This design comes from an exercise in tuning for small area, a short achievable clock period and few clock cycles per item on the open sky130 flow, not from production work. Function was checked by simulation only, so behaviour that the tests miss may differ from the original.

## flow/flow/run.sh

```bash
#!/bin/bash
# The standard layout (the standard.sh, with flow/config.mk's settings)
# with these changes:
#  - no full/half-adder cell extraction (ADDER_MAP_FILE empty), so ABC maps
#    the adders' logic freely;
#  - ports are buffered by flow/buffer_ports.tcl (buf_1 on inputs, buf_2 on
#    outputs) instead of with the buffer buffer_ports picks;
#  - after placement repair, flow/size_crit.tcl upsizes gates on the worst
#    register-to-register paths (before detailed placement legalizes them).
# Each step's full log is under orfs/logs/; make's own output goes to
# make_finish.log.
set -euo pipefail
export FLOW_SYNTH_TCL="$PWD/synth_recipe.tcl"
export MY_ABC_SCRIPT="$PWD/flow/abc_map.script"
export SIZE_MAX_MOVES=80
export SIZE_MIN_GAIN=0.005
export SIZE_WINDOW=0.3
export SIZE_PATHS=3
export SIZE_ENDPOINTS=300
export SIZE_TARGET_SLACK=19.3
bash standard.sh "SYNTH_SCRIPT=$PWD/flow/synth_wrap.tcl" "ADDER_MAP_FILE=" \
  "DONT_BUFFER_PORTS=1" "PRE_GLOBAL_PLACE_TCL=$PWD/flow/buffer_ports.tcl" \
  "POST_RESIZE_TCL=$PWD/flow/size_crit.tcl" finish > make_finish.log 2>&1
```

## flow/flow/abc_map.script

```
strash
dch -f
map -D 4000
topo
buffer -c
upsize -D 4000
dnsize -D 4000
stime -p
```

## flow/flow/buffer_ports.tcl

```tcl
# Buffer every port, as the standard flow's buffer_ports does, with fixed
# cells: buf_1 on the inputs (their paths have slack to spare) and buf_2 on
# the outputs (whose paths set the period).
buffer_ports -inputs -buffer_cell sky130_fd_sc_hd__buf_1
buffer_ports -outputs -buffer_cell sky130_fd_sc_hd__buf_2
```

## flow/flow/size_crit.tcl

```tcl
source $::env(PLATFORM_DIR)/setRC.tcl

proc sc_parse {cell} {
  if {[regexp {^(sky130_fd_sc_hd__[a-z0-9]+)_([0-9]+)$} $cell -> base size]} {
    return [list $base $size]
  }
  return {}
}

# next larger usable size of the same cell family, or ""
proc sc_next {base size} {
  set best ""
  set best_s 1000
  foreach lc [get_lib_cells -quiet */${base}_*] {
    if {[get_property $lc dont_use]} { continue }
    set n [get_name $lc]
    if {![regexp "^${base}_(\[0-9\]+)\$" $n -> s]} { continue }
    if {$s > $size && $s < $best_s} {
      set best $lc
      set best_s $s
    }
  }
  return $best
}

set ::regs [all_registers -edge_triggered]

proc r2r_paths {n} {
  return [find_timing_paths -from $::regs -to $::regs -sort_by_slack \
    -group_path_count $n -endpoint_path_count 1]
}

# summed shortfall below target t of the register endpoints (a resized
# gate's nets lose their estimated parasitics, so estimate again first)
proc shortfall {t} {
  estimate_parasitics -placement
  set sum 0.0
  foreach pe [r2r_paths $::env(SIZE_ENDPOINTS)] {
    set s [get_property $pe slack]
    if {$s >= $t} { break }
    set sum [expr {$sum + $t - $s}]
  }
  return $sum
}

set moves 0
estimate_parasitics -placement
puts "size_crit: start worst slack [get_property [lindex [r2r_paths 1] 0] slack]"
while {$moves < $::env(SIZE_MAX_MOVES)} {
  estimate_parasitics -placement
  set worst [r2r_paths $::env(SIZE_PATHS)]
  if {[get_property [lindex $worst 0] slack] >= $::env(SIZE_TARGET_SLACK)} { break }
  set t [expr {[get_property [lindex $worst 0] slack] + $::env(SIZE_WINDOW)}]
  # collect the gates first: resizing invalidates the path objects
  set insts {}
  foreach pe $worst {
    foreach pt [get_property $pe points] {
      set pin [get_property $pt pin]
      if {[get_property $pin direction] ne "output"} { continue }
      set inst [get_cells -quiet -of_objects $pin]
      if {[llength $inst] == 1 && [lsearch -exact $insts $inst] < 0} { lappend insts $inst }
    }
  }
  set base_cost [shortfall $t]
  set best_cost [expr {$base_cost - $::env(SIZE_MIN_GAIN)}]
  set best_inst ""
  set best_lc ""
  foreach inst $insts {
    set cell [get_property $inst ref_name]
    set bs [sc_parse $cell]
    if {$bs eq ""} { continue }
    lassign $bs base size
    if {[regexp {clkbuf|conb} $base]} { continue }
    set lc [sc_next $base $size]
    if {$lc eq ""} { continue }
    set old [get_lib_cells */$cell]
    replace_cell $inst $lc
    set cost [shortfall $t]
    replace_cell $inst $old
    if {$cost < $best_cost} {
      set best_cost $cost
      set best_inst $inst
      set best_lc $lc
    }
  }
  if {$best_inst eq ""} { break }
  replace_cell $best_inst $best_lc
  incr moves
}
estimate_parasitics -placement
puts "size_crit: $moves moves, worst slack [get_property [lindex [r2r_paths 1] 0] slack]"
```

## flow/flow/synth_wrap.tcl

```tcl
# The standard synthesis (synth_recipe.tcl, sourced unchanged), with one
# change: the ABC technology-mapping call runs flow/abc_map.script instead of
# ORFS's abc_speed.script. Everything else, including register naming,
# flattening and renaming, is the standard synthesis.
proc abc {args} {
  set i [lsearch -exact $args -script]
  if {$i >= 0} { set args [lreplace $args $i [expr {$i + 1}] -script $::env(MY_ABC_SCRIPT)] }
  yosys abc {*}$args
}
source $::env(FLOW_SYNTH_TCL)
```

## flow/standard.sh

```bash
#!/bin/bash
# synth_recipe.tcl (not shown) runs the flow's synth.tcl, then flattens the netlist and writes it again
# the make line also repeats each setting of config.mk as NAME=value (left out here)
make -C /OpenROAD-flow-scripts/flow DESIGN_CONFIG=/design/flow/config.mk WORK_HOME=/design/flow/orfs CLKGATE_MAP_FILE= SYNTH_SCRIPT=/design/flow/synth_recipe.tcl "${@:-finish}"
```

## flow/config.mk

```make
export PLATFORM = sky130hd
export DESIGN_NAME = Divider_Modulo
export DESIGN_NICKNAME = Divider_Modulo
export VERILOG_FILES = /design/flow/design.v
export SDC_FILE = /design/flow/constraint.sdc
export NUM_CORES = 4
export LEC_CHECK = 0
export CAP_MARGIN = 20
export CORE_MARGIN = 2
export CORE_UTILIZATION = 40
export CTS_CLUSTER_DIAMETER = 60
export CTS_CLUSTER_SIZE = 40
export GPL_TIMING_DRIVEN = 0
export SLEW_MARGIN = 20
```

## flow/constraint.sdc

```tcl
create_clock -name core_clock -period 25.0 [get_ports {clk}]
set_input_delay 5.0000 -clock core_clock [delete_from_list [all_inputs] [get_ports {clk}]]
set_output_delay 5.0000 -clock core_clock [all_outputs]
set_load 0.01 [all_outputs]
```

## flow/design.v

```verilog
module cas (divisor, dividend, quotient, cin, cout, remainder);
input wire divisor, dividend, quotient, cin;
output wire cout, remainder;
assign remainder = (quotient ^ divisor) ^ dividend ^ cin;
assign cout = ((quotient ^ divisor)&dividend) | ((quotient ^ divisor)&cin) | (cin&dividend);
endmodule
module Divider_row(ndivisor, p_in, bit_in, p_out, q_out);
input  [14:0] ndivisor;
input  [14:0] p_in;
input         bit_in;
output [14:0] p_out;
output        q_out;
wire [15:0] x  = {p_in, bit_in};
wire [15:0] nd = {1'b1, ndivisor};
wire [15:0] g0 = x & nd;
wire [15:0] p0 = x ^ nd;
wire [15:0] gl [0:4];
wire [15:0] pl [0:4];
assign gl[0] = {g0[15:1], g0[0] | p0[0]};
assign pl[0] = p0;
genvar l, i;
generate for (l = 0; l < 4; l = l + 1) begin : lvl
	for (i = 0; i < 16; i = i + 1) begin : b
		if ((i >> l) & 1) begin : comb
			localparam integer J = ((i >> (l + 1)) << (l + 1)) + (1 << l) - 1;
			assign gl[l+1][i] = gl[l][i] | (pl[l][i] & gl[l][J]);
			assign pl[l+1][i] = pl[l][i] & pl[l][J];
		end else begin : pass
			assign gl[l+1][i] = gl[l][i];
			assign pl[l+1][i] = pl[l][i];
		end
	end
end endgenerate
wire [16:0] c = {gl[4], 1'b1};
wire [15:0] s = p0 ^ c[15:0];
assign q_out = c[16];
assign p_out = q_out ? s[14:0] : x[14:0];
endmodule
module Divider_Modulo (clk , reset, mode, valid_in, divisor, dividend, result, valid_out);
input wire clk, reset, mode, valid_in;
input wire [31:0] dividend;
input wire [15:0] divisor;
output reg valid_out;
output wire [31:0] result;
localparam [16:0] CUT = 17'b0_0100_1001_0010_0100;
reg        v_in;
reg        m_in;
reg [31:0] dd_in;
reg [14:0] dv_in;    
always @(posedge clk or posedge reset)
	if (reset) v_in <= 1'b0;
	else       v_in <= valid_in;
always @(posedge clk) begin
	m_in  <= mode;
	dd_in <= dividend;
	dv_in <= ~divisor[14:0];
end
wire [14:0] p   [0:17];
wire [16:0] s   [0:17];
wire [14:0] d   [0:17];    
wire        m   [0:17];
wire        v   [0:17];
assign p[0] = dd_in[31:17];
assign s[0] = dd_in[16:0];
assign d[0] = dv_in;
assign m[0] = m_in;
assign v[0] = v_in;
genvar i;
generate for (i = 0; i < 17; i = i + 1) begin : row
	wire [14:0] p_n;
	wire        q_n;
	Divider_row r (
		.ndivisor (d[i]),
		.p_in    (p[i]),
		.bit_in  (s[i][16]),
		.p_out   (p_n),
		.q_out   (q_n)
	);
	if (CUT[i]) begin : cut
		reg [14:0] p_r;
		reg [16:0] s_r;
		reg [14:0] d_r;
		reg        m_r;
		reg        v_r;
		always @(posedge clk or posedge reset)
			if (reset) v_r <= 1'b0;
			else       v_r <= v[i];
		always @(posedge clk) begin
			p_r <= p_n;
			s_r <= {s[i][15:0], q_n};
			d_r <= d[i];
			m_r <= m[i];
		end
		assign p[i+1] = p_r;
		assign s[i+1] = s_r;
		assign d[i+1] = d_r;
		assign m[i+1] = m_r;
		assign v[i+1] = v_r;
	end else begin : nocut
		assign p[i+1] = p_n;
		assign s[i+1] = {s[i][15:0], q_n};
		assign d[i+1] = d[i];
		assign m[i+1] = m[i];
		assign v[i+1] = v[i];
	end
end endgenerate
reg [16:0] res_r;
always @(posedge clk or posedge reset)
	if (reset) valid_out <= 1'b0;
	else       valid_out <= v[17];
always @(posedge clk)
	res_r <= m[17] ? {2'b0, p[17]} : s[17];
assign result = {15'b0, res_r};
endmodule
```

==> results of run 1 <==
==> kinds of logic after synthesis <==
family	after synthesis	share of synthesized area
buf+inv	524	0.1114
flops	312	0.3182
mux	24	0.01217
xor+xnor	218	0.09673
compound gates	526	0.1701
simple gates	1407	0.2913
other cells	1	0.0001900
==> final cells by class <==
cell class	instances	area, um^2	share of cell area
Buffer	58	449.2	0.02040
Clock buffer	28	679.4	0.03086
Clock inverter	20	409.1	0.01858
Inverter	466	1752	0.07955
Multi-Input combinational cell	2190	11340	0.5150
Sequential cell	312	6281	0.2853
Tap cell	664	830.8	0.03773
Timing Repair Buffer	68	277.8	0.01262
==> registers in the layout (all words and copies together) (netlist names) <==
signal       cells
dd_in           32
dv_in           15
m_in             1
res_r           17
row.cut.d_r     75
row.cut.m_r      5
row.cut.p_r     75
row.cut.s_r     85
row.cut.v_r      5
v_in             1
valid_out        1
==> cells in the mapped netlist (16+ instances only) <==
cell / instances / area [um^2]
nor4_1: 16 / 100.1
nor3_1: 42 / 210.2
o21ai_2: 34 / 297.8
nor2_1: 780 / 2928
buf_4: 21 / 157.7
nand2_1: 437 / 1640
inv_2: 39 / 146.4
o21ai_1: 60 / 300.3
o21ai_0: 137 / 685.7
mux2i_1: 24 / 240.2
a21oi_1: 187 / 935.9
nand3b_1: 19 / 142.6
xor2_1: 129 / 1130
xnor2_1: 89 / 779.5
buf_6: 18 / 202.7
nand3_1: 56 / 280.3
dfxtp_1: 305 / 6106
inv_1: 423 / 1588
==> routing by layer <==
layer,wire [um],GRT usage,part of all wire,vias up
met2,24940,0.3753,0.52,234
met5,0,0,0,-
li1,-,-,-,9686
met1,20460,0.2065,0.43,8371
met3,1225,0.02082,0.026,76
met4,1279,0.05794,0.027,0
==> through the flow <==
stage            util  area [um^2]  hold slack (ns)
6_report       0.4507        22020           0.2973
5_1_grt        0.4507        22020           0.3069
4_1_cts        0.4507        22020           0.3026
3_5_place_dp   0.4285        20930           0.3121
3_3_place_gp   0.4278        20900           0.3107
2_1_floorplan       -        19790           0.3096
==> worst min path at each step <==
stage | from | to | cells after the start
after floorplan | row[8].cut.m_r$_DFF_P_ | row[11].cut.m_r$_DFF_P_ | 0
after global placement | row[8].cut.s_r[9]$_DFF_P_ | row[11].cut.s_r[12]$_DFF_P_ | 0
after detailed placement | row[8].cut.s_r[0]$_DFF_P_ | row[11].cut.s_r[3]$_DFF_P_ | 0
after CTS | dd_in[9]$_DFF_P_ | row[2].cut.s_r[12]$_DFF_P_ | 0
after global routing | dd_in[9]$_DFF_P_ | row[2].cut.s_r[12]$_DFF_P_ | 0
final | dd_in[9]$_DFF_P_ | row[2].cut.s_r[12]$_DFF_P_ | 0
==> run notes, run 1 <==
status -> complete, no violations
Core ar. -> 48850 um^2
die height -> 226.1 um
CTS clk-pin slew, worst paths -> 0.10 ns
R2R depth -> 32
fillcell total -> 4977
RSZ-0062 raised after global routing -> no
Crit. End Element -> primary output
final worst slack -> 18.93 ns
DR iter-0 viols -> 768
Critical Path Max Stage Delay -> 0.36 ns
Worst-Skew Late Latency -> 0.58 ns
Post-Route Setup TNS -> 0 ns
CTS resizes -> 0
Crit path max-delay family -> flip-flops
DRT Wirelength -> 47910 um
io pins -> 85
HP Class -> reg2reg
CTS Sinks -> 312
CTS Buffer Depth -> 3
worst slew pin tran -> 0.6763 ns
Yosys reg bits -> 312
Syn Area/Cell -> 6.553 um^2
Root Driver -> clkbuf_16
crit start category -> flop
die width -> 226.1 um
Final Hold Vio Count -> 0
Layout Cells excl Fill -> 3806
critical path class -> reg2out
Initial Util -> 0.4041
TritonCTS Buffers -> 26
Worst slew margin -> 0.5444
Hold Buf Count CTS -> 0
Arr. time, crit path -> 1.07 ns
Routed Antenna Nets -> 0
Tcrit/Tclk final -> 0.2427
die area -> 51140 um^2
number of global-route vias before repair -> 17640
CTS H-tree depth -> 1
Async S/R FF share, synth -> 0.02244
fmax -> 164.8 MHz
Via density -> 4.826
largest net degree at the start of global routing -> 32
Port Buffers -> 68
crit path capture -> valid_out
cell area after synthesis -> 19740 um^2
Place WS -> 19.18 ns
Buffers & Inverters on Critical Path -> 1
Critical Path Fanout Max -> 1
Total GRT Usage -> 0.1887
post-CTS setup buffers -> 0
RePlAce Congestion -> 0.9220
ordered list of cells on the worst path -> buf_2
endpoints failing setup -> 0
Final nets -> 3174
worst r2r src -> row[5].cut.d_r[11]$_DFF_P_
Slowest-stage cell, CP -> dfrtp_1
Seq/Total Area, Yosys -> 0.3182
Syn-to-layout area delta -> 11.55%
Post-Syn Instances -> 3012
Worst Setup SP -> valid_out$_DFF_PP0_
max-cap check violation count -> 0
HPWL Detailed -> 39760 um
TritonCTS clock tree -> built
worst r2r dst -> row[8].cut.p_r[7]$_DFF_P_
n_diodes -> 0
grt ovf -> 0
placed cell count -> 3758
Vias -> 18370
most common cell after layout, fill and taps aside -> nor2_1
# DRC -> 0
first-pass iteration count of the detailed router -> 7
Post-synth EDFFs -> 0
distinct cell type count after synthesis -> 64
WP depth -> 1
initial antenna violation count -> 0
minimum clock period -> 6.068 ns
layout cells sized above 1 -> 0.08721
most frequent cells in the layout -> nor2_1 (780), nand2_1 (437), inv_1 (423)
ys flop type -> dfxtp_1
Reg2Reg Setup Slack -> 19.19 ns
first-pass GRT wire length -> 80150 um
DR WL/cell -> 12.59 um
clk_skew -> 0.02973 ns
Syn. warnings -> 2
Slew Viols, Final -> 0
cell row count -> 81
CP Data Required Time -> 20.00 ns
Testbench counts, summed over its fixed seeds: cycles 16,048, items 16,000.
==> run 2, diff against run 1 <==
--- a/flow/design.v
+++ b/flow/design.v
@@ -14,24 +14,38 @@
 wire [15:0] nd = {1'b1, ndivisor};
 wire [15:0] g0 = x & nd;
 wire [15:0] p0 = x ^ nd;
-wire [15:0] gl [0:4];
-wire [15:0] pl [0:4];
-assign gl[0] = {g0[15:1], g0[0] | p0[0]};
-assign pl[0] = p0;
-genvar l, i;
-generate for (l = 0; l < 4; l = l + 1) begin : lvl
-	for (i = 0; i < 16; i = i + 1) begin : b
-		if ((i >> l) & 1) begin : comb
-			localparam integer J = ((i >> (l + 1)) << (l + 1)) + (1 << l) - 1;
-			assign gl[l+1][i] = gl[l][i] | (pl[l][i] & gl[l][J]);
-			assign pl[l+1][i] = pl[l][i] & pl[l][J];
+wire [16:0] c;
+assign c[0] = 1'b1;
+wire [7:0] gl [0:3];
+wire [7:0] pl [0:3];
+genvar k, l;
+generate for (k = 0; k < 8; k = k + 1) begin : grp
+	if (k == 0) begin : first
+		assign gl[0][k] = g0[1] | (p0[1] & (g0[0] | p0[0]));
+	end else begin : other
+		assign gl[0][k] = g0[2*k+1] | (p0[2*k+1] & g0[2*k]);
+	end
+	assign pl[0][k] = p0[2*k+1] & p0[2*k];
+end endgenerate
+generate for (l = 0; l < 3; l = l + 1) begin : lvl
+	for (k = 0; k < 8; k = k + 1) begin : b
+		if ((k >> l) & 1) begin : comb
+			localparam integer J = ((k >> (l + 1)) << (l + 1)) + (1 << l) - 1;
+			assign gl[l+1][k] = gl[l][k] | (pl[l][k] & gl[l][J]);
+			assign pl[l+1][k] = pl[l][k] & pl[l][J];
 		end else begin : pass
-			assign gl[l+1][i] = gl[l][i];
-			assign pl[l+1][i] = pl[l][i];
+			assign gl[l+1][k] = gl[l][k];
+			assign pl[l+1][k] = pl[l][k];
 		end
 	end
 end endgenerate
-wire [16:0] c = {gl[4], 1'b1};
+generate for (k = 0; k < 8; k = k + 1) begin : cin
+	if (k > 0) begin : grp_in
+		assign c[2*k] = gl[3][k-1];
+	end
+	assign c[2*k+1] = g0[2*k] | (p0[2*k] & c[2*k]);
+end endgenerate
+assign c[16] = gl[3][7];
 wire [15:0] s = p0 ^ c[15:0];
 assign q_out = c[16];
 assign p_out = q_out ? s[14:0] : x[14:0];
--- a/flow/flow/run.sh
+++ b/flow/flow/run.sh
@@ -12,7 +12,7 @@
 set -euo pipefail
 export FLOW_SYNTH_TCL="$PWD/synth_recipe.tcl"
 export MY_ABC_SCRIPT="$PWD/flow/abc_map.script"
-export SIZE_MAX_MOVES=80
+export SIZE_MAX_MOVES=200
 export SIZE_MIN_GAIN=0.005
 export SIZE_WINDOW=0.3
 export SIZE_PATHS=3
--- a/flow/config.mk
+++ b/flow/config.mk
@@ -8,7 +8,7 @@
 export CAP_MARGIN = 20
 export CORE_MARGIN = 2
 export CORE_UTILIZATION = 40
-export CTS_CLUSTER_DIAMETER = 60
-export CTS_CLUSTER_SIZE = 40
+export CTS_CLUSTER_DIAMETER = 100
+export CTS_CLUSTER_SIZE = 25
 export GPL_TIMING_DRIVEN = 0
 export SLEW_MARGIN = 20
==> run notes, run 2 <==
Post-Route Setup TNS -> 0 ns (unchanged)
clk_skew -> 0.01628 ns (was 0.02973 ns)
# DRC -> 0 (unchanged)
Yosys reg bits -> 312 (unchanged)
ordered list of cells on the worst path -> buf_2 (unchanged)
Vias -> 17880 (was 18370)
Routed Antenna Nets -> 0 (unchanged)
RSZ-0062 raised after global routing -> no (unchanged)
Max Used Layer -> met4 (unchanged)
RePlAce Congestion -> 0.8998 (was 0.9220)
CTS clk-pin slew, worst paths -> 0.09 ns (was 0.10 ns)
Arr. time, crit path -> 1.02 ns (was 1.07 ns)
grt ovf -> 0 (unchanged)
Reg2Reg Setup Slack -> 19.12 ns (was 19.19 ns)
Worst-Skew Late Latency -> 0.53 ns (was 0.58 ns)
first-pass GRT wire length -> 77430 um (was 80150 um)
most frequent cells in the layout -> nor2_1 (714), nand2_1 (481), inv_1 (413) (was nor2_1 (780), nand2_1 (437), inv_1 (423))
Crit. End Element -> primary output (unchanged)
fmax -> 166.2 MHz (was 164.8 MHz)
Initial Util -> 0.4027 (was 0.4041)
Tcrit/Tclk final -> 0.2407 (was 0.2427)
HPWL Detailed -> 38510 um (was 39760 um)
Worst slew margin -> 0.5839 (was 0.5444)
worst r2r src -> dv_in[0]$_DFF_P_ (was row[5].cut.d_r[11]$_DFF_P_)
Buffers & Inverters on Critical Path -> 1 (unchanged)
Final nets -> 3095 (was 3174)
initial antenna violation count -> 0 (unchanged)
distinct cell type count after synthesis -> 73 (was 64)
Hold Path Sink -> row[11].cut.s_r[12]$_DFF_P_ (was row[2].cut.s_r[12]$_DFF_P_)
post-CTS setup buffers -> 0 (unchanged)
Seq/Total Area, Yosys -> 0.3294 (was 0.3182)
cell taking the most area after synthesis -> dfxtp_1 (unchanged)
met3 WL post-DR -> 1390 um (was 1225 um)
first-pass iteration count of the detailed router -> 5 (was 7)
die height -> 222.3 um (was 226.1 um)
DR WL/cell -> 12.63 um (was 12.59 um)
cell row count -> 80 (was 81)
CTS H-tree depth -> 1 (unchanged)
largest register by flop count -> row.cut.s_r (unchanged)
commonest cells in the netlist -> nor2_1 (716), nand2_1 (489), inv_1 (414) (was nor2_1 (780), nand2_1 (437), inv_1 (423))
TritonCTS clock tree -> built (unchanged)
R2R depth -> 37 (was 32)
Final Hold Vio Count -> 0 (unchanged)
number of global-route vias before repair -> 17160 (was 17640)
crit start category -> flop (unchanged)
Critical Path Max Stage Delay -> 0.37 ns (was 0.36 ns)
layout cells sized above 1 -> 0.07410 (was 0.08721)
critical path class -> reg2out (unchanged)
DR iter-0 viols -> 811 (was 768)
Async S/R FF share, synth -> 0.02244 (unchanged)
status -> complete, no violations (unchanged)
critical hold path startpoint -> row[8].cut.s_r[9]$_DFF_P_ (was dd_in[9]$_DFF_P_)
worst r2r dst -> row[2].cut.p_r[13]$_DFF_P_ (was row[8].cut.p_r[7]$_DFF_P_)
cell area after synthesis -> 19070 um^2 (was 19740 um^2)
Yosys top cell area share -> 0.3203 (was 0.3093)
Port Buffers -> 68 (unchanged)
Post-Syn Instances -> 2942 (was 3012)
CTS Sinks -> 312 (unchanged)
Syn-to-layout area delta -> 9.194% (was 11.55%)
HP Class -> reg2reg (unchanged)
CP Data Required Time -> 20.00 ns (about the same)
ys flop type -> dfxtp_1 (unchanged)
hold depth -> 0 (unchanged)
TritonCTS Buffers -> 17 (was 26)
endpoints failing setup -> 0 (unchanged)
Total GRT Usage -> 0.1849 (was 0.1887)
Hold Buf Count CTS -> 0 (unchanged)
Syn Area/Cell -> 6.481 um^2 (was 6.553 um^2)
worst slew pin tran -> 0.6161 ns (was 0.6763 ns)
Crit path max-delay family -> flip-flops (unchanged)
Root Driver -> clkbuf_16 (unchanged)
Post-synth EDFFs -> 0 (unchanged)
top flop regs -> row.cut.s_r (85), row.cut.d_r (75), row.cut.p_r (75) (unchanged)
largest net degree at the start of global routing -> 27 (was 32)
Slowest-stage cell, CP -> dfrtp_1 (unchanged)
Syn. warnings -> 2 (unchanged)
io pins -> 85 (unchanged)
Critical Path Fanout Max -> 1 (unchanged)
minimum clock period -> 6.017 ns (was 6.068 ns)
die area -> 49430 um^2 (was 51140 um^2)
Core ar. -> 47350 um^2 (was 48850 um^2)
Via density -> 4.879 (was 4.826)
DRT Wirelength -> 46300 um (was 47910 um)
Slew Viols, Final -> 0 (unchanged)
n_diodes -> 0 (unchanged)
most common cell after layout, fill and taps aside -> nor2_1 (unchanged)
met2 routed wirelength -> 24060 um (was 24940 um)
wl on met1 -> 19180 um (was 20460 um)
max reg flops -> 85 (unchanged)
max-cap check violation count -> 0 (unchanged)
CTS Buffer Depth -> 3 (unchanged)
die width -> 222.3 um (was 226.1 um)
count leader, synth -> nor2_1 (unchanged)
CTS resizes -> 0 (unchanged)
ranking of synthesized cells by area -> dfxtp_1 (32%), nor2_1 (14%), nand2_1 (9.6%), inv_1 (8.2%), xor2_1 (6.2%) (was dfxtp_1 (31%), nor2_1 (15%), nand2_1 (8.3%), inv_1 (8.0%), xor2_1 (5.7%))
run 2: cell count changes in the layout (fill, tap and decap cells not counted), sizes merged, moves of 22 or more:
cell / delta
nor2: -71
nand2: +46
inv: -40
a21oi: -37
xnor2: -27
o21ai: +26
or2: +22
run 2: final cells by class:
type | instances | area, um^2
inverter | 430 | 1619
fill | 4874 | 26530
clock buffer | 21 | 440.4
multi-input combinational | 2154 | 10950
buffer | 60 | 417.9
sequential | 312 | 6284
tap | 615 | 769.5
timing repair buffer | 68 | 277.8
clock inverter | 5 | 57.56
run 2: per-layer routing:
metal  vias to the layer above  GRT usage
li1                       9448          -
met5                         -          0
met3                        90    0.01851
met2                       266     0.3671
met1                      8079     0.1980
met4                         0    0.07258
run 2: how the worst max path moves through the flow:
stage          cells past startpoint                  startpoint                           to  slack (ns)
2_1_floorplan                      0         valid_out$_DFF_PP0_                    valid_out       19.62
3_3_place_gp                      38  row[11].cut.d_r[0]$_DFF_P_  row[14].cut.p_r[11]$_DFF_P_       18.89
3_5_place_dp                      35   row[8].cut.d_r[1]$_DFF_P_  row[11].cut.p_r[10]$_DFF_P_       19.17
4_1_cts                            1         valid_out$_DFF_PP0_                    valid_out       18.94
5_1_grt                           35  row[14].cut.d_r[1]$_DFF_P_            res_r[13]$_DFF_P_       18.32
6_report                           1         valid_out$_DFF_PP0_                    valid_out       18.98
run 2: through the flow:
step / cells / hold slack (ns) / setup slack [ns] / util / instance area [um^2]
finish: 3665 / 0.3254 / 18.98 / 0.4397 / 20820
global route: 3665 / 0.3372 / 18.32 / 0.4397 / 20820
CTS: 3665 / 0.3275 / 18.94 / 0.4397 / 20820
detailed placement: 3639 / 0.3121 / 19.17 / 0.4292 / 20320
global placement: 3639 / 0.3095 / 18.89 / 0.4259 / 20170
floorplan: 2956 / 0.3096 / 19.62 / - / 19120
run 2: kinds of logic (layout without fill, tap and decap cells):
kind of cell    Yosys count  in the layout  share of synthesized area
simple gates           1398           1398                     0.2977
compound gates          536            536                     0.1717
buf+inv                 490            584                     0.1061
flops                   312            312                     0.3294
xor+xnor                198            198                    0.09096
mux                       7              7                   0.003872
other cells               1             15                  0.0001967
Testbench counts of run 2, summed over its fixed seeds: cycles 16,048, items 16,000.
==> run 3, diff against run 2 <==
--- a/flow/design.v
+++ b/flow/design.v
@@ -16,36 +16,24 @@
 wire [15:0] p0 = x ^ nd;
 wire [16:0] c;
 assign c[0] = 1'b1;
-wire [7:0] gl [0:3];
-wire [7:0] pl [0:3];
-genvar k, l;
-generate for (k = 0; k < 8; k = k + 1) begin : grp
+genvar k, j;
+generate for (k = 0; k < 4; k = k + 1) begin : grp
+	wire [3:0] gg, gp;
+	assign gg[0] = (k == 0) ? (g0[0] | p0[0]) : g0[4*k];
+	assign gp[0] = p0[4*k];
+	for (j = 1; j < 4; j = j + 1) begin : b
+		assign gg[j] = g0[4*k+j] | (p0[4*k+j] & gg[j-1]);
+		assign gp[j] = p0[4*k+j] & gp[j-1];
+	end
 	if (k == 0) begin : first
-		assign gl[0][k] = g0[1] | (p0[1] & (g0[0] | p0[0]));
+		assign c[4] = gg[3];
 	end else begin : other
-		assign gl[0][k] = g0[2*k+1] | (p0[2*k+1] & g0[2*k]);
+		assign c[4*k+4] = gg[3] | (gp[3] & c[4*k]);
 	end
-	assign pl[0][k] = p0[2*k+1] & p0[2*k];
-end endgenerate
-generate for (l = 0; l < 3; l = l + 1) begin : lvl
-	for (k = 0; k < 8; k = k + 1) begin : b
-		if ((k >> l) & 1) begin : comb
-			localparam integer J = ((k >> (l + 1)) << (l + 1)) + (1 << l) - 1;
-			assign gl[l+1][k] = gl[l][k] | (pl[l][k] & gl[l][J]);
-			assign pl[l+1][k] = pl[l][k] & pl[l][J];
-		end else begin : pass
-			assign gl[l+1][k] = gl[l][k];
-			assign pl[l+1][k] = pl[l][k];
-		end
+	for (j = 1; j < 4; j = j + 1) begin : in
+		assign c[4*k+j] = g0[4*k+j-1] | (p0[4*k+j-1] & c[4*k+j-1]);
 	end
 end endgenerate
-generate for (k = 0; k < 8; k = k + 1) begin : cin
-	if (k > 0) begin : grp_in
-		assign c[2*k] = gl[3][k-1];
-	end
-	assign c[2*k+1] = g0[2*k] | (p0[2*k] & c[2*k]);
-end endgenerate
-assign c[16] = gl[3][7];
 wire [15:0] s = p0 ^ c[15:0];
 assign q_out = c[16];
 assign p_out = q_out ? s[14:0] : x[14:0];
==> flow/flow/abc_map.script (replaced) <==
strash
dch -f
map -D 3500
topo
buffer -c
upsize -D 3500
dnsize -D 3500
stime -p
==> run notes, run 3 <==
status -> complete, no violations (unchanged)
cell taking the most area after synthesis -> dfxtp_1 (unchanged)
top flop regs -> row.cut.s_r (85), row.cut.d_r (75), row.cut.p_r (75) (unchanged)
cell area after synthesis -> 19010 um^2 (was 19070 um^2)
Vias -> 17430 (was 17880)
n_diodes -> 0 (unchanged)
endpoints failing setup -> 0 (unchanged)
HPWL Detailed -> 37790 um (was 38510 um)
Critical Path Max Stage Delay -> 0.38 ns (was 0.37 ns)
minimum clock period -> 6.050 ns (was 6.017 ns)
CTS Sinks -> 312 (unchanged)
Syn Area/Cell -> 6.672 um^2 (was 6.481 um^2)
Hold Buf Count CTS -> 0 (unchanged)
TritonCTS clock tree -> built (unchanged)
FF/Latch Area -> 6282 um^2 (was 6284 um^2)
Critical Path Fanout Max -> 1 (unchanged)
Worst Setup SP -> valid_out$_DFF_PP0_ (unchanged)
fillcell total -> 4759 (was 4874)
Post-synth EDFFs -> 0 (unchanged)
most frequent cells in the layout -> nand2_1 (558), nor2_1 (477), inv_1 (401) (was nor2_1 (714), nand2_1 (481), inv_1 (413))
TritonCTS Buffers -> 18 (was 17)
Final Hold Vio Count -> 0 (unchanged)
RePlAce Congestion -> 0.8982 (was 0.8998)
number of global-route vias before repair -> 16150 (was 17160)
Tcrit/Tclk final -> 0.2420 (was 0.2407)
DR iter-0 viols -> 949 (was 811)
Yosys top cell area share -> 0.3212 (was 0.3203)
worst r2r src -> row[2].cut.d_r[0]$_DFF_P_ (was dv_in[0]$_DFF_P_)
die height -> 222.0 um (was 222.3 um)
die area -> 49280 um^2 (was 49430 um^2)
Yosys reg bits -> 312 (unchanged)
commonest cells in the netlist -> nand2_1 (558), nor2_1 (477), inv_1 (401) (was nor2_1 (716), nand2_1 (489), inv_1 (414))
Post-Syn Instances -> 2849 (was 2942)
critical hold path startpoint -> dd_in[12]$_DFF_P_ (was row[8].cut.s_r[9]$_DFF_P_)
Arr. time, crit path -> 1.05 ns (was 1.02 ns)
count leader, synth -> nand2_1 (was nor2_1)
DRT Wirelength -> 45800 um (was 46300 um)
ordered list of cells on the worst path -> buf_2 (unchanged)
CTS clk-pin slew, worst paths -> 0.10 ns (was 0.09 ns)
Root Driver -> clkbuf_16 (unchanged)
Worst-Skew Late Latency -> 0.54 ns (was 0.53 ns)
max reg flops -> 85 (unchanged)
fmax -> 165.3 MHz (was 166.2 MHz)
Total GRT Usage -> 0.1826 (was 0.1849)
Crit path max-delay family -> flip-flops (unchanged)
Final nets -> 3003 (was 3095)
largest register by flop count -> row.cut.s_r (unchanged)
crit start category -> flop (unchanged)
ranking of synthesized cells by area -> dfxtp_1 (32%), nand2_1 (11%), nor2_1 (9.4%), inv_1 (7.9%), xor2_1 (6.0%) (was dfxtp_1 (32%), nor2_1 (14%), nand2_1 (9.6%), inv_1 (8.2%), xor2_1 (6.2%))
Via density -> 4.891 (was 4.879)
first-pass GRT wire length -> 75580 um (was 77430 um)
Routed Antenna Nets -> 0 (unchanged)
initial antenna violation count -> 0 (unchanged)
Seq/Total Area, Yosys -> 0.3304 (was 0.3294)
Slowest-stage cell, CP -> dfrtp_1 (unchanged)
Slew Viols, Final -> 0 (unchanged)
distinct cell type count after synthesis -> 81 (was 73)
largest net degree at the start of global routing -> 27 (unchanged)
CTS H-tree depth -> 1 (unchanged)
clk_skew -> 0.01752 ns (was 0.01628 ns)
grt ovf -> 0 (unchanged)
Port Buffers -> 68 (unchanged)
Syn-to-layout area delta -> 8.801% (was 9.194%)
ys flop type -> dfxtp_1 (unchanged)
area of the multi-input gates -> 10810 um^2 (was 10950 um^2)
most common cell after layout, fill and taps aside -> nand2_1 (was nor2_1)
cell row count -> 79 (was 80)
CTS Buffer Depth -> 3 (unchanged)
Worst slew margin -> 0.5869 (was 0.5839)
CP Data Required Time -> 20.00 ns (about the same)
layout cells sized above 1 -> 0.08285 (was 0.07410)
# DRC -> 0 (unchanged)
die width -> 222.0 um (was 222.3 um)
critical path class -> reg2out (unchanged)
HP Class -> reg2reg (unchanged)
Crit. End Element -> primary output (unchanged)
first-pass iteration count of the detailed router -> 6 (was 5)
worst slew pin tran -> 0.6100 ns (was 0.6161 ns)
Core ar. -> 46750 um^2 (was 47350 um^2)
RSZ-0062 raised after global routing -> no (unchanged)
Async S/R FF share, synth -> 0.02244 (unchanged)
CTS resizes -> 0 (unchanged)
DR WL/cell -> 12.85 um (was 12.63 um)
io pins -> 85 (unchanged)
max-cap check violation count -> 0 (unchanged)
Initial Util -> 0.4066 (was 0.4027)
Post-Route Setup TNS -> 0 ns (unchanged)
Syn. warnings -> 1 (was 2)
post-CTS setup buffers -> 0 (unchanged)
Buffers & Inverters on Critical Path -> 1 (unchanged)
==> run 3: cell count changes in the layout (fill, tap and decap cells not counted), sizes merged, moves of 9 or more <==
cell / before / now
o31ai: 10 / 1
o21ai: 259 / 300
o21a: 11 / 23
or2: 30 / 54
a31oi: 16 / 39
inv: 432 / 410
nor2: 728 / 485
and3: 0 / 13
xnor2: 62 / 51
nand2: 494 / 565
nor3: 46 / 30
and2: 8 / 18
==> run 3: routing by layer <==
| metal | track usage | vias up | routed length, um |
|---|---|---|---|
| met5 | 0 | - | 0 |
| met4 | 0.06234 | 0 | 1534 |
| met3 | 0.01842 | 80 | 1331 |
| met2 | 0.3315 | 244 | 21920 |
| met1 | 0.2244 | 7821 | 21020 |
| li1 | - | 9286 | - |
==> run 3: cell families after synthesis <==
group / share of synthesized area
other: 0.0001973
multiplexers: 0.002106
adder cells (fa/ha/maj): 0.002172
XOR/XNOR: 0.08386
buffers and inverters: 0.1034
AO/OA/AOI/OAI: 0.1969
AND/OR/NAND/NOR: 0.2809
flip-flops: 0.3304
==> run 3: final timing paths <==
check	endpoint	slack (ns)	cells after the start
worst max-delay path	valid_out	18.95	1
worst min-delay path	row[2].cut.s_r[15]$_DFF_P_	0.33	0
worst max register to register	row[5].cut.p_r[8]$_DFF_P_	19.20	33
worst min register to register	row[2].cut.s_r[15]$_DFF_P_	0.33	0
max in group asynchronous	row[14].cut.v_r$_DFF_PP0_	20.47	2
min in group asynchronous	row[5].cut.v_r$_DFF_PP0_	4.33	2
==> run 3: cell type report <==
cell class | count | area share
Timing Repair Buffer | 68 | 0.01343
Buffer | 58 | 0.02117
Sequential cell | 312 | 0.3038
Inverter | 407 | 0.07387
Tap cell | 607 | 0.03672
Clock inverter | 6 | 0.004961
Multi-Input combinational cell | 2086 | 0.5229
Clock buffer | 20 | 0.02317
==> run 3: per-stage QoR <==
stage / cell area [um^2] / util / instances / setup slack [ns] / hold WS, ns
after global routing: 20680 / 0.4423 / 3564 / 18.60 / 0.3354
after global placement: 20100 / 0.4299 / 3538 / 19.27 / 0.3102
after CTS: 20680 / 0.4423 / 3564 / 18.91 / 0.3331
final: 20680 / 0.4423 / 3564 / 18.95 / 0.3314
after floorplan: 19060 / - / 2863 / 19.62 / 0.3096
after detailed placement: 20100 / 0.4299 / 3538 / 19.22 / 0.3121
Testbench counts of run 3, summed over its fixed seeds: cycles 16,048, items 16,000.
==> run 4, diff against run 3 <==
==> flow/flow/abc_map.script (replaced) <==
strash
dch -f
map -D 4000
topo
buffer -c
upsize -D 4000
dnsize -D 4000
stime -p
--- a/flow/config.mk
+++ b/flow/config.mk
@@ -9,6 +9,6 @@
 export CORE_MARGIN = 2
 export CORE_UTILIZATION = 40
 export CTS_CLUSTER_DIAMETER = 100
-export CTS_CLUSTER_SIZE = 25
+export CTS_CLUSTER_SIZE = 32
 export GPL_TIMING_DRIVEN = 0
 export SLEW_MARGIN = 20
==> run notes, run 4 <==
Worst-Skew Late Latency -> 0.54 ns (about the same)
ordered list of cells on the worst path -> buf_2 (unchanged)
Post-Syn Instances -> 2790 (was 2849)
cell taking the most area after synthesis -> dfxtp_1 (unchanged)
fillcell total -> 4725 (was 4759)
DRT Wirelength -> 43800 um (was 45800 um)
worst r2r src -> row[11].cut.d_r[1]$_DFF_P_ (was row[2].cut.d_r[0]$_DFF_P_)
CTS Sinks -> 312 (unchanged)
minimum clock period -> 6.041 ns (was 6.050 ns)
top flop regs -> row.cut.s_r (85), row.cut.d_r (75), row.cut.p_r (75) (unchanged)
crit start category -> flop (unchanged)
TritonCTS clock tree -> built (unchanged)
die width -> 220.4 um (was 222.0 um)
cell area after synthesis -> 18730 um^2 (was 19010 um^2)
Post-Route Setup TNS -> 0 ns (unchanged)
Async S/R FF share, synth -> 0.02244 (unchanged)
Syn-to-layout area delta -> 10.09% (was 8.801%)
Via density -> 4.837 (was 4.891)
Worst slew margin -> 0.6115 (was 0.5869)
first-pass GRT wire length -> 72210 um (was 75580 um)
smallest hold slack -> 0.3370 ns (was 0.3314 ns)
Reg2Reg Setup Slack -> 19.08 ns (was 19.20 ns)
first-pass iteration count of the detailed router -> 5 (was 6)
Vias -> 16970 (was 17430)
post-CTS setup buffers -> 0 (unchanged)
# DRC -> 0 (unchanged)
distinct cell type count after synthesis -> 76 (was 81)
R2R depth -> 31 (was 33)
endpoints failing setup -> 0 (unchanged)
Slowest-stage cell, CP -> dfrtp_1 (unchanged)
status -> complete, no violations (unchanged)
critical path class -> reg2out (unchanged)
Place WS -> 19.13 ns (was 19.22 ns)
DR iter-0 viols -> 846 (was 949)
Crit. End Element -> primary output (unchanged)
worst slew pin tran -> 0.5828 ns (was 0.6100 ns)
most frequent cells in the layout -> nor2_1 (519), nand2_1 (497), inv_1 (397) (was nand2_1 (558), nor2_1 (477), inv_1 (401))
WP depth -> 1 (unchanged)
Crit path max-delay family -> flip-flops (unchanged)
HPWL Detailed -> 36330 um (was 37790 um)
Buffers & Inverters on Critical Path -> 1 (unchanged)
grt ovf -> 0 (unchanged)
CP Data Required Time -> 20.00 ns (about the same)
DR WL/cell -> 12.49 um (was 12.85 um)
ranking of synthesized cells by area -> dfxtp_1 (33%), nor2_1 (11%), nand2_1 (10%), inv_1 (8.0%), xor2_1 (6.5%) (was dfxtp_1 (32%), nand2_1 (11%), nor2_1 (9.4%), inv_1 (7.9%), xor2_1 (6.0%))
critical hold path startpoint -> row[11].cut.m_r$_DFF_P_ (was dd_in[12]$_DFF_P_)
fmax -> 165.5 MHz (was 165.3 MHz)
Yosys reg bits -> 312 (unchanged)
cell row count -> 79 (unchanged)
number of global-route vias before repair -> 15890 (was 16150)
initial antenna violation count -> 0 (unchanged)
Final nets -> 2943 (was 3003)
fin util -> 0.4448 (was 0.4423)
Syn. warnings -> 1 (unchanged)
crit path capture -> valid_out (unchanged)
max reg flops -> 85 (unchanged)
count leader, synth -> nor2_1 (was nand2_1)
largest register by flop count -> row.cut.s_r (unchanged)
Core ar. -> 46360 um^2 (was 46750 um^2)
Arr. time, crit path -> 1.04 ns (was 1.05 ns)
Total GRT Usage -> 0.1792 (was 0.1826)
RSZ-0062 raised after global routing -> no (unchanged)
io pins -> 85 (unchanged)
Critical Path Fanout Max -> 1 (unchanged)
RePlAce Congestion -> 0.9178 (was 0.8982)
worst r2r dst -> row[14].cut.p_r[13]$_DFF_P_ (was row[5].cut.p_r[8]$_DFF_P_)
Slew Viols, Final -> 0 (unchanged)
Post-synth EDFFs -> 0 (unchanged)
Initial Util -> 0.4041 (was 0.4066)
die height -> 220.4 um (was 222.0 um)
Routed Antenna Nets -> 0 (unchanged)
TritonCTS Buffers -> 17 (was 18)
CTS clk-pin slew, worst paths -> 0.11 ns (was 0.10 ns)
Worst Setup SP -> valid_out$_DFF_PP0_ (unchanged)
final worst slack -> 18.96 ns (was 18.95 ns)
n_diodes -> 0 (unchanged)
Critical Path Max Stage Delay -> 0.38 ns (about the same)
CTS resizes -> 0 (unchanged)
Seq/Total Area, Yosys -> 0.3353 (was 0.3304)
Root Driver -> clkbuf_16 (unchanged)
Final Hold Vio Count -> 0 (unchanged)
layout cells sized above 1 -> 0.08483 (was 0.08285)
ys flop type -> dfxtp_1 (unchanged)
CTS Buffer Depth -> 3 (unchanged)
commonest cells in the netlist -> nor2_1 (524), nand2_1 (502), inv_1 (398) (was nand2_1 (558), nor2_1 (477), inv_1 (401))
clk_skew -> 0.03052 ns (was 0.01752 ns)
most common cell after layout, fill and taps aside -> nor2_1 (was nand2_1)
die area -> 48580 um^2 (was 49280 um^2)
Yosys top cell area share -> 0.3260 (was 0.3212)
Port Buffers -> 68 (unchanged)
HP Class -> reg2reg (unchanged)
largest net degree at the start of global routing -> 33 (was 27)
Syn Area/Cell -> 6.714 um^2 (was 6.672 um^2)
Hold Buf Count CTS -> 0 (unchanged)
Tcrit/Tclk final -> 0.2416 (was 0.2420)
max-cap check violation count -> 0 (unchanged)
CTS H-tree depth -> 1 (unchanged)
-- run 4: changes by cell type after synthesis, moves of 9 or more --
cell,before,now
and2_1,18,8
nand3_1,68,59
xnor2_1,51,65
nor2_1,477,524
a21oi_2,20,8
a31oi_1,38,17
o21ai_1,66,43
nand2_1,558,502
or2_2,43,32
o21ai_0,201,223
o21ai_2,32,13
xor2_1,131,140
-- run 4: stage by stage --
step	area [um^2]	cells
after floorplan	18780	2804
after CTS	20620	3507
after global placement	19820	3479
final	20620	3507
after global routing	20620	3507
after detailed placement	20040	3479
-- run 4: per-layer routing --
layer	track usage	vias to the layer above	share of wire
li1	-	9059	-
met1	0.2091	7602	0.45
met2	0.3391	229	0.50
met3	0.02062	75	0.027
met4	0.05593	0	0.029
met5	0	-	0
-- run 4: worst min-delay path by stage --
stage / end / slack, ns / cells after the start
2_1_floorplan: row[11].cut.m_r$_DFF_P_ / 0.31 / 0
3_3_place_gp: row[2].cut.m_r$_DFF_P_ / 0.31 / 0
3_5_place_dp: row[11].cut.m_r$_DFF_P_ / 0.31 / 0
4_1_cts: row[8].cut.s_r[5]$_DFF_P_ / 0.34 / 0
5_1_grt: row[2].cut.s_r[16]$_DFF_P_ / 0.34 / 0
6_report: row[14].cut.m_r$_DFF_P_ / 0.34 / 0
-- run 4: kinds of logic after synthesis --
logic type / Yosys count / synth area share
flops: 312 / 0.3353
xor+xnor: 205 / 0.09585
simple gates: 1238 / 0.2753
other cells: 1 / 0.0002002
compound gates: 566 / 0.1896
mux: 7 / 0.003741
buf+inv: 461 / 0.09999
-- run 4: cell type report --
cell class | count | area, um^2 | share of cell area
well taps | 607 | 759.5 | 0.03683
inverters | 409 | 1538 | 0.07457
clock buffers | 17 | 425.4 | 0.02063
flip-flops and latches | 312 | 6286 | 0.3048
multi-input cells | 2031 | 10800 | 0.5237
plain buffers | 52 | 374.1 | 0.01814
repair buffers | 68 | 277.8 | 0.01347
clock inverters | 11 | 161.4 | 0.007827
==> run 5, diff against run 4 <==
--- a/flow/config.mk
+++ b/flow/config.mk
@@ -9,6 +9,6 @@
 export CORE_MARGIN = 2
 export CORE_UTILIZATION = 40
 export CTS_CLUSTER_DIAMETER = 100
-export CTS_CLUSTER_SIZE = 32
+export CTS_CLUSTER_SIZE = 25
 export GPL_TIMING_DRIVEN = 0
 export SLEW_MARGIN = 20
==> run notes, run 5 <==
Max Used Layer -> met4 (unchanged)
Slew Viols, Final -> 0 (unchanged)
RePlAce Congestion -> 0.9178 (unchanged)
worst slew pin tran -> 0.5758 ns (was 0.5828 ns)
CTS resizes -> 0 (unchanged)
Critical Path Max Stage Delay -> 0.38 ns (about the same)
io pins -> 85 (unchanged)
Worst Setup SP -> valid_out$_DFF_PP0_ (unchanged)
Layout Cells excl Fill -> 3505 (was 3507)
fmax -> 165.6 MHz (was 165.5 MHz)
WP depth -> 1 (unchanged)
Crit. End Element -> primary output (unchanged)
first-pass GRT wire length -> 72430 um (was 72210 um)
HPWL Detailed -> 36330 um (unchanged)
Reg2Reg Setup Slack -> 19.08 ns (about the same)
most frequent cells in the layout -> nor2_1 (519), nand2_1 (497), inv_1 (397) (unchanged)
Tcrit/Tclk final -> 0.2415 (was 0.2416)
endpoints failing setup -> 0 (unchanged)
Slowest-stage cell, CP -> dfrtp_1 (unchanged)
minimum clock period -> 6.038 ns (was 6.041 ns)
max reg flops -> 85 (unchanged)
Total GRT Usage -> 0.1798 (was 0.1792)
CTS H-tree depth -> 1 (unchanged)
crit path capture -> valid_out (unchanged)
status -> complete, no violations (unchanged)
Syn Area/Cell -> 6.714 um^2 (unchanged)
Syn. warnings -> 1 (unchanged)
ys flop type -> dfxtp_1 (unchanged)
Post-synth EDFFs -> 0 (unchanged)
FF/Latch Area -> 6286 um^2 (unchanged)
largest register by flop count -> row.cut.s_r (unchanged)
Seq/Total Area, Yosys -> 0.3353 (unchanged)
top flop regs -> row.cut.s_r (85), row.cut.d_r (75), row.cut.p_r (75) (unchanged)
Routed Antenna Nets -> 0 (unchanged)
Worst-Skew Late Latency -> 0.53 ns (was 0.54 ns)
Syn-to-layout area delta -> 9.953% (was 10.09%)
Yosys reg bits -> 312 (unchanged)
number of global-route vias before repair -> 15900 (was 15890)
Initial Util -> 0.4041 (unchanged)
grt ovf -> 0 (unchanged)
Root Driver -> clkbuf_16 (unchanged)
compound-gate portion of the synthesized area -> 0.1896 (unchanged)
Crit path max-delay family -> flip-flops (unchanged)
Arr. time, crit path -> 1.04 ns (about the same)
CTS Sinks -> 312 (unchanged)
simple-gate share of the synthesized area -> 0.2753 (unchanged)
Yosys top cell area share -> 0.3260 (unchanged)
die width -> 220.4 um (unchanged)
# DRC -> 0 (unchanged)
critical hold path startpoint -> row[8].cut.s_r[2]$_DFF_P_ (was row[11].cut.m_r$_DFF_P_)
die area -> 48580 um^2 (unchanged)
n_diodes -> 0 (unchanged)
R2R depth -> 31 (unchanged)
HP Class -> reg2reg (unchanged)
Post-Syn Instances -> 2790 (unchanged)
commonest cells in the netlist -> nor2_1 (524), nand2_1 (502), inv_1 (398) (unchanged)
Post-Route Setup TNS -> 0 ns (unchanged)
cell area after synthesis -> 18730 um^2 (unchanged)
Hold Buf Count CTS -> 0 (unchanged)
worst r2r src -> row[11].cut.d_r[1]$_DFF_P_ (unchanged)
max-cap check violation count -> 0 (unchanged)
CTS Buffer Depth -> 3 (unchanged)
cell taking the most area after synthesis -> dfxtp_1 (unchanged)
initial antenna violation count -> 0 (unchanged)
post-CTS setup buffers -> 0 (unchanged)
DR WL/cell -> 12.56 um (was 12.49 um)
Async S/R FF share, synth -> 0.02244 (unchanged)
DRT Wirelength -> 44010 um (was 43800 um)
distinct cell type count after synthesis -> 76 (unchanged)
Vias -> 16990 (was 16970)
Synth Area in Adders -> 0 (unchanged)
layout cells sized above 1 -> 0.08385 (was 0.08483)
Via density -> 4.846 (was 4.837)
Final Hold Vio Count -> 0 (unchanged)
Buffers & Inverters on Critical Path -> 1 (unchanged)
wl on met1 -> 19420 um (was 19500 um)
CTS clk-pin slew, worst paths -> 0.09 ns (was 0.11 ns)
RSZ-0062 raised after global routing -> no (unchanged)
die height -> 220.4 um (unchanged)
Critical Path Fanout Max -> 1 (unchanged)
Core ar. -> 46360 um^2 (unchanged)
met3 WL post-DR -> 1297 um (was 1171 um)
Worst slew margin -> 0.6162 (was 0.6115)
placed cell count -> 3479 (unchanged)
count leader, synth -> nor2_1 (unchanged)
CP Data Required Time -> 20.00 ns (about the same)
area of the multi-input gates -> 10800 um^2 (unchanged)
clk_skew -> 0.01363 ns (was 0.03052 ns)
ranking of synthesized cells by area -> dfxtp_1 (33%), nor2_1 (11%), nand2_1 (10%), inv_1 (8.0%), xor2_1 (6.5%) (unchanged)
largest net degree at the start of global routing -> 26 (was 33)
first-pass iteration count of the detailed router -> 5 (unchanged)
met2 routed wirelength -> 21960 um (was 21860 um)
Final nets -> 2944 (was 2943)
worst r2r dst -> row[14].cut.p_r[12]$_DFF_P_ (was row[14].cut.p_r[13]$_DFF_P_)
TritonCTS clock tree -> built (unchanged)
post-synthesis xor/xnor area fraction -> 0.09585 (unchanged)
TritonCTS Buffers -> 18 (was 17)
critical path class -> reg2out (unchanged)
post-synthesis mux area share -> 0.003741 (unchanged)
fillcell total -> 4716 (was 4725)
Port Buffers -> 68 (unchanged)
largest family of logic cells by synthesized area -> simple AND/OR/NAND/NOR gates (unchanged)
ordered list of cells on the worst path -> buf_2 (unchanged)
DR iter-0 viols -> 866 (was 846)
crit start category -> flop (unchanged)
cell row count -> 79 (unchanged)
most common cell after layout, fill and taps aside -> nor2_1 (unchanged)
==> run 5: cell count changes in the layout (fill, tap and decap cells not counted), sizes merged <==
cell	previous run	this run
clkbuf	27	30
clkinv	6	3
clkinvlp	0	1
inv	414	411
==> run 5: per-stage QoR <==
step             util  worst slack (ns)  instance area, um^2  hold slack [ns]
5_1_grt        0.4443             18.46                20600           0.3282
2_1_floorplan       -             19.62                18780           0.3096
6_report       0.4443             18.96                20600           0.3294
4_1_cts        0.4443             18.92                20600           0.3330
3_3_place_gp   0.4276             18.79                19820           0.3106
3_5_place_dp   0.4322             19.13                20040           0.3121
==> run 5: cells by family after synthesis <==
family / Yosys count
compound gates: 566
xor+xnor: 205
buf+inv: 461
flops: 312
mux: 7
other cells: 1
simple gates: 1238
==> run 5: worst min path at each step <==
stage          depth (start not counted)                    endpoint
6_report                               0  row[11].cut.s_r[5]$_DFF_P_
5_1_grt                                0  row[11].cut.s_r[5]$_DFF_P_
4_1_cts                                0  row[11].cut.s_r[5]$_DFF_P_
3_5_place_dp                           0     row[11].cut.m_r$_DFF_P_
3_3_place_gp                           0      row[2].cut.m_r$_DFF_P_
2_1_floorplan                          0     row[11].cut.m_r$_DFF_P_
==> run 5: cell type report <==
type	instances	share of cell area
clock inverter	6	0.003949
tap	607	0.03688
buffer	52	0.01816
clock buffer	20	0.02327
multi-input combinational	2031	0.5244
sequential	312	0.3052
timing repair buffer	68	0.01349
inverter	409	0.07466
==> run 5: metal layers <==
metal | vias to the layer above | global-route usage
li1 | 9052 | -
met1 | 7616 | 0.2094
met2 | 235 | 0.3405
met3 | 83 | 0.01966
met4 | 0 | 0.05839
met5 | - | 0
==> run 6, diff against run 5 <==
--- a/flow/config.mk
+++ b/flow/config.mk
@@ -8,7 +8,8 @@
 export CAP_MARGIN = 20
 export CORE_MARGIN = 2
 export CORE_UTILIZATION = 40
-export CTS_CLUSTER_DIAMETER = 100
-export CTS_CLUSTER_SIZE = 25
+export CTS_BUF_LIST = sky130_fd_sc_hd__clkbuf_8
+export CTS_CLUSTER_DIAMETER = 60
+export CTS_CLUSTER_SIZE = 16
 export GPL_TIMING_DRIVEN = 0
 export SLEW_MARGIN = 20
==> run notes, run 6 <==
CTS clk-pin slew, worst paths -> 0.09 ns (about the same)
largest register by flop count -> row.cut.s_r (unchanged)
Max Used Layer -> met4 (unchanged)
CTS resizes -> 0 (unchanged)
commonest cells in the netlist -> nor2_1 (524), nand2_1 (502), inv_1 (398) (unchanged)
post-CTS setup buffers -> 0 (unchanged)
Async S/R FF share, synth -> 0.02244 (unchanged)
met3 WL post-DR -> 1346 um (was 1297 um)
largest net degree at the start of global routing -> 17 (was 26)
grt ovf -> 0 (unchanged)
WP depth -> 1 (unchanged)
met2 routed wirelength -> 22030 um (was 21960 um)
ranking of synthesized cells by area -> dfxtp_1 (33%), nor2_1 (11%), nand2_1 (10%), inv_1 (8.0%), xor2_1 (6.5%) (unchanged)
DR iter-0 viols -> 858 (was 866)
TritonCTS Buffers -> 31 (was 18)
max-cap check violation count -> 0 (unchanged)
Post-Syn Instances -> 2790 (unchanged)
status -> complete, no violations (unchanged)
layout cells sized above 1 -> 0.09166 (was 0.08385)
top flop regs -> row.cut.s_r (85), row.cut.d_r (75), row.cut.p_r (75) (unchanged)
count leader, synth -> nor2_1 (unchanged)
Total GRT Usage -> 0.1808 (was 0.1798)
RePlAce Congestion -> 0.9178 (unchanged)
cell row count -> 79 (unchanged)
Post-synth EDFFs -> 0 (unchanged)
Root Driver -> clkbuf_8 (was clkbuf_16)
Crit path max-delay family -> flip-flops (unchanged)
CTS Sinks -> 312 (unchanged)
placed cell count -> 3479 (unchanged)
ys flop type -> dfxtp_1 (unchanged)
cell taking the most area after synthesis -> dfxtp_1 (unchanged)
hold depth -> 0 (unchanged)
CTS Buffer Depth -> 3 (unchanged)
Arr. time, crit path -> 1.15 ns (was 1.04 ns)
critical path class -> reg2out (unchanged)
Tcrit/Tclk final -> 0.2460 (was 0.2415)
die height -> 220.4 um (unchanged)
TritonCTS clock tree -> built (unchanged)
max reg flops -> 85 (unchanged)
endpoints failing setup -> 0 (unchanged)
first-pass GRT wire length -> 73080 um (was 72430 um)
io pins -> 85 (unchanged)
crit start category -> flop (unchanged)
Port Buffers -> 68 (unchanged)
Yosys reg bits -> 312 (unchanged)
DR WL/cell -> 12.54 um (was 12.56 um)
CP Data Required Time -> 20.00 ns (about the same)
Buffers & Inverters on Critical Path -> 1 (unchanged)
FF/Latch Area -> 6286 um^2 (unchanged)
minimum clock period -> 6.150 ns (was 6.038 ns)
distinct cell type count after synthesis -> 76 (unchanged)
Post-Route Setup TNS -> 0 ns (unchanged)
Routed Antenna Nets -> 0 (unchanged)
initial antenna violation count -> 0 (unchanged)
most common cell after layout, fill and taps aside -> nor2_1 (unchanged)
Worst-Skew Late Latency -> 0.65 ns (was 0.53 ns)
Core ar. -> 46360 um^2 (unchanged)
Place WS -> 19.13 ns (unchanged)
fillcell total -> 4735 (was 4716)
HPWL Detailed -> 36330 um (unchanged)
die width -> 220.4 um (unchanged)
CTS H-tree depth -> 1 (unchanged)
worst slew pin tran -> 0.5495 ns (was 0.5758 ns)
Critical Path Fanout Max -> 1 (unchanged)
first-pass iteration count of the detailed router -> 5 (unchanged)
RSZ-0062 raised after global routing -> no (unchanged)
Syn. warnings -> 1 (unchanged)
Initial Util -> 0.4041 (unchanged)
Via density -> 4.830 (was 4.846)
die area -> 48580 um^2 (unchanged)
Final nets -> 2957 (was 2944)
area of the multi-input gates -> 10800 um^2 (unchanged)
fmax -> 162.6 MHz (was 165.6 MHz)
n_diodes -> 0 (unchanged)
Syn Area/Cell -> 6.714 um^2 (unchanged)
Vias -> 17060 (was 16990)
Hold Buf Count CTS -> 0 (unchanged)
Slowest-stage cell, CP -> dfrtp_1 (unchanged)
clk_skew -> 0.02208 ns (was 0.01363 ns)
Crit. End Element -> primary output (unchanged)
final worst slack -> 18.85 ns (was 18.96 ns)
Final Hold Vio Count -> 0 (unchanged)
number of global-route vias before repair -> 16030 (was 15900)
Seq/Total Area, Yosys -> 0.3353 (unchanged)
Critical Path Max Stage Delay -> 0.37 ns (was 0.38 ns)
# DRC -> 0 (unchanged)
most frequent cells in the layout -> nor2_1 (519), nand2_1 (497), inv_1 (399) (was nor2_1 (519), nand2_1 (497), inv_1 (397))
HP Class -> reg2reg (unchanged)
ordered list of cells on the worst path -> buf_2 (unchanged)
Layout Cells excl Fill -> 3531 (was 3505)
Yosys top cell area share -> 0.3260 (unchanged)
Syn-to-layout area delta -> 10.67% (was 9.953%)
wl on met1 -> 19630 um (was 19420 um)
R2R depth -> 31 (unchanged)
Worst slew margin -> 0.6279 (was 0.6162)
Slew Viols, Final -> 0 (unchanged)
cell area after synthesis -> 18730 um^2 (unchanged)
DRT Wirelength -> 44270 um (was 44010 um)
-- run 6: final cells by class --
| type | instances | area share |
|---|---|---|
| Clock inverter | 20 | 0.01231 |
| Clock buffer | 32 | 0.02124 |
| Buffer | 52 | 0.01805 |
| Timing Repair Buffer | 68 | 0.01340 |
| Multi-Input combinational cell | 2031 | 0.5210 |
| Inverter | 409 | 0.07417 |
| Tap cell | 607 | 0.03663 |
| Sequential cell | 312 | 0.3032 |
-- run 6: cells by family after synthesis --
| group | synth area share |
|---|---|
| buffers and inverters | 0.09999 |
| xor gates and xnor gates | 0.09585 |
| muxes | 0.003741 |
| DFF | 0.3353 |
| and+or+nand+nor | 0.2753 |
| AOI/OAI and AO/OA | 0.1896 |
| other | 0.0002002 |
-- run 6: per-layer routing --
layer  track usage  vias up
met5             0        -
met4       0.05638        0
met3       0.02172       80
met2        0.3416      245
met1        0.2110     7645
li1              -     9086
-- run 6: worst paths after layout --
| path | start | to | slack [ns] |
|---|---|---|---|
| setup / recovery | valid_out$_DFF_PP0_ | valid_out | 18.85 |
| hold / removal | dd_in[10]$_DFF_P_ | row[2].cut.s_r[13]$_DFF_P_ | 0.32 |
| setup reg to reg | row[11].cut.d_r[4]$_DFF_P_ | row[14].cut.p_r[12]$_DFF_P_ | 19.09 |
| hold reg to reg | dd_in[10]$_DFF_P_ | row[2].cut.s_r[13]$_DFF_P_ | 0.32 |
| max in group asynchronous | reset | valid_out$_DFF_PP0_ | 20.57 |
| min in group asynchronous | reset | v_in$_DFF_PP0_ | 4.23 |
-- run 6: per-stage QoR --
| stage | hold WS (ns) | instance area, um^2 | utilization |
|---|---|---|---|
| 6_report | 0.3236 | 20730 | 0.4472 |
| 4_1_cts | 0.3263 | 20730 | 0.4472 |
| 2_1_floorplan | 0.3096 | 18780 | - |
| 5_1_grt | 0.3314 | 20730 | 0.4472 |
| 3_5_place_dp | 0.3121 | 20040 | 0.4322 |
| 3_3_place_gp | 0.3106 | 19820 | 0.4276 |

static timing again, ports no longer ideal:
No port has a modelled driver above. Below, the same layouts with a new extraction and two added sets of constraints.
Step 1 sets driving cells, clkbuf_16 on the clock port and buf_2 on the other inputs (assumed; they add their load-dependent delay and slew).
Step 2 times the ports against the registers' clock, not the clock port: input delays grow and output delays shrink by t, the midpoint of the rising clock arrivals with the driver on.
a / b / c = ideal ports / drivers / drivers and shift; a / b = the first two.
| run | t (ns) | setup slack, ns | hold slack, ns | worst data-port slew with drivers (ns) |
|---|---|---|---|---|
| run 1 | 0.628 | 18.932 / 18.874 / 19.191 | 0.297 / 0.297 / 0.297 | 0.05 |
| run 2 | 0.577 | 18.983 / 18.925 / 19.124 | 0.325 / 0.325 / 0.325 | 0.05 |
| run 3 | 0.590 | 18.950 / 18.892 / 19.203 | 0.331 / 0.331 / 0.331 | 0.06 |
| run 4 | 0.576 | 18.959 / 18.906 / 19.082 | 0.337 / 0.337 / 0.337 | 0.03 |
| run 5 | 0.579 | 18.962 / 18.909 / 19.082 | 0.329 / 0.329 / 0.329 | 0.03 |
| run 6 | 0.693 | 18.850 / 18.797 / 19.091 | 0.324 / 0.324 / 0.324 | 0.03 |
After both steps setup and hold are still met in every run listed.
